What follows belongs to an exercise in optimizing a design on an open flow for small area; a production flow would make more cautious choices.
Function was checked by simulation only, so behaviour that the tests miss may differ from the original.

==> inputs of 08-15 <==
Design top_level, start of the top module:
module top_level (
    input clk, reset,
    input logic signed [10:0] sig_modulated_fixed_real,
    input logic signed [10:0] sig_modulated_fixed_imag,
    input logic signed [10:0] demod_Lo_real,
    input logic signed [10:0] demod_Lo_imag,
    output logic signed [61:0] sig_demod_30_real,
    output logic signed [61:0] sig_demod_30_imag
);
==> flow/config.mk <==
export PLATFORM = sky130hd
export DESIGN_NAME = top_level
export DESIGN_NICKNAME = top_level
export VERILOG_FILES = /design/flow/design.v
export SDC_FILE = /design/flow/constraint.sdc
export NUM_CORES = 4
export LEC_CHECK = 0
export CAP_MARGIN = 20
export CORE_MARGIN = 2
export CORE_UTILIZATION = 50
export CTS_BUF_LIST = sky130_fd_sc_hd__clkbuf_8
export GPL_TIMING_DRIVEN = 1
export SETUP_SLACK_MARGIN = 0.03
export SLEW_MARGIN = 20
export SYNTH_HIERARCHICAL = 1
export SYNTH_MINIMUM_KEEP_SIZE = 0
==> flow/constraint.sdc <==
create_clock -name core_clock -period 10.0 [get_ports {clk}]
set_input_delay 2.0000 -clock core_clock [delete_from_list [all_inputs] [get_ports {clk}]]
set_output_delay 2.0000 -clock core_clock [all_outputs]
set_load 0.01 [all_outputs]
standard.sh (not shown) runs the stock make flow with config.mk's settings and CLKGATE_MAP_FILE= SYNTH_SCRIPT=/design/flow/synth_recipe.tcl, a recipe that flattens the netlist after the stock synthesis.
==> flow/flow/run.sh <==
#!/bin/bash
# The standard layout with smaller port buffers: buffer_ports otherwise picks
# clkdlybuf4s50_1 for every port. Outputs get buf_1 (from a hook run before
# global placement), inputs buf_4.
set -euo pipefail
export PRE_GLOBAL_PLACE_TCL="$(pwd)/flow/hook_out.tcl"
export BUFFER_PORTS_ARGS="-inputs -buffer_cell sky130_fd_sc_hd__buf_4"
bash standard.sh > standard.log 2>&1
==> flow/flow/hook_out.tcl <==
# buffer the outputs with the smallest buffer; global_place.tcl then buffers the inputs
buffer_ports -outputs -buffer_cell sky130_fd_sc_hd__buf_1
==> inputs of 12-05, as changes to 08-15 <==
--- a/flow/config.mk
+++ b/flow/config.mk
@@ -9,8 +9,8 @@
 export CORE_MARGIN = 2
 export CORE_UTILIZATION = 50
 export CTS_BUF_LIST = sky130_fd_sc_hd__clkbuf_8
-export GPL_TIMING_DRIVEN = 1
-export SETUP_SLACK_MARGIN = 0.03
+export GPL_TIMING_DRIVEN = 0
+export SETUP_SLACK_MARGIN = 0.1
 export SLEW_MARGIN = 20
 export SYNTH_HIERARCHICAL = 1
 export SYNTH_MINIMUM_KEEP_SIZE = 0
==> qor summary <==
| item | 12-05 | 08-15 |
|---|---|---|
| Result of the run | complete, no violations | complete, no violations |
| Wl on met1 | 30400 um | 29910 um |
| Layout Skew | 0.01763 ns | 0.01526 ns |
| Destination of the worst hold path | out_im[5]$_SDFFE_PP0P_ | out_re[28]$_SDFFE_PP0P_ |
| Drt wl/cell | 21.12 um | 20.60 um |
| Minimum setup slack in the final design | 0.3688 ns | 0.4516 ns |
| Number of ordinary and repair buffers in the finished layout | 341 | 206 |
| Placement Cell Area | 24830 um2 | 24980 um2 |
| Met1 Resource Use GR | 42.42% | 43.39% |
| Final std cell area, no fill | 25880 um2 | 25420 um2 |
| Setup repair after global routing missed its margin | true | false |
| Total length of routed met3 wires | 6544 um | 5480 um |
| Post-Place Cells | 3302 | 3211 |
| Global-route wire length before repair | 112000 um | 109600 um |

==> inputs of 01-03 <==
top_level again, from the RTL that the note above started with.
Settings: LEC_CHECK=0, CAP_MARGIN=20, CORE_MARGIN=2, CORE_UTILIZATION=50, CTS_BUF_LIST=sky130_fd_sc_hd__clkbuf_8, CTS_CLUSTER_DIAMETER=100, CTS_CLUSTER_SIZE=30, GPL_TIMING_DRIVEN=1, SETUP_SLACK_MARGIN=0.1, SLEW_MARGIN=20, SYNTH_HIERARCHICAL=1, SYNTH_MINIMUM_KEEP_SIZE=0; clock period 10.0 ns.
Scripts as last shown in full above: flow/flow/run.sh, flow/flow/hook_out.tcl
==> 06-16 (differences from 01-03) <==
--- a/flow/config.mk
+++ b/flow/config.mk
@@ -11,4 +11,2 @@
 export CTS_BUF_LIST = sky130_fd_sc_hd__clkbuf_8
-export CTS_CLUSTER_DIAMETER = 100
-export CTS_CLUSTER_SIZE = 30
 export GPL_TIMING_DRIVEN = 1
==> comparison table <==
	01-03	06-16
Outcome	no timing/DRC/antenna violations	no timing/DRC/antenna violations
Min-Delay Endpoint	out_re[28]	out_re[28]
Routed Wire Length	66900 um	66900 um
Largest cell class	multi-input combinational cells	multi-input combinational cells
Met1 global-route usage	0.434	0.434
Die Area	0.0483 mm2	0.0483 mm2
Number of setup violations in the final report	0	0
Number of antenna violations at the first check in global routing	0	0
Crit path required time	10.36 ns	10.36 ns
Hold buffer count at CTS	0	0
Number of remaining DRC errors	0	0
Vias after detailed routing	18000	18000

==> re-timing with driven ports <==
Ports are ideal in the flow. The routed layouts listed here were re-timed in OpenROAD.
Step 1 (the two cells are an assumption about what drives the block):
set clk [get_ports {clk}]
set_driving_cell -lib_cell sky130_fd_sc_hd__clkbuf_16 $clk
set_driving_cell -lib_cell sky130_fd_sc_hd__buf_2 [delete_from_list [all_inputs] $clk]
Step 2 moves the port delays by t, midway between the first and last clock arrival at a register: inputs arrive t later, outputs are due t later. That takes back most of the time a late clock gives input paths.
Slacks: ideal ports / drivers / drivers and shift; pairs: ideal ports / drivers.
| run | shift t [ns] | setup WS [ns] | worst setup path after step 2 | cell pins on the clock port's net |
|---|---|---|---|---|
| 08-15 | 0.549 | 0.452 / 0.468 / -0.081 | input to register | 1 |
| 12-05 | 0.538 | 0.369 / 0.391 / -0.147 | input to register | 1 |
| 01-03 | 0.548 | 0.498 / 0.512 / -0.036 | input to register | 1 |
| 06-16 | 0.548 | 0.498 / 0.512 / -0.036 | input to register | 1 |
Met with ideal ports but missed after step 2: setup timing in every run listed.
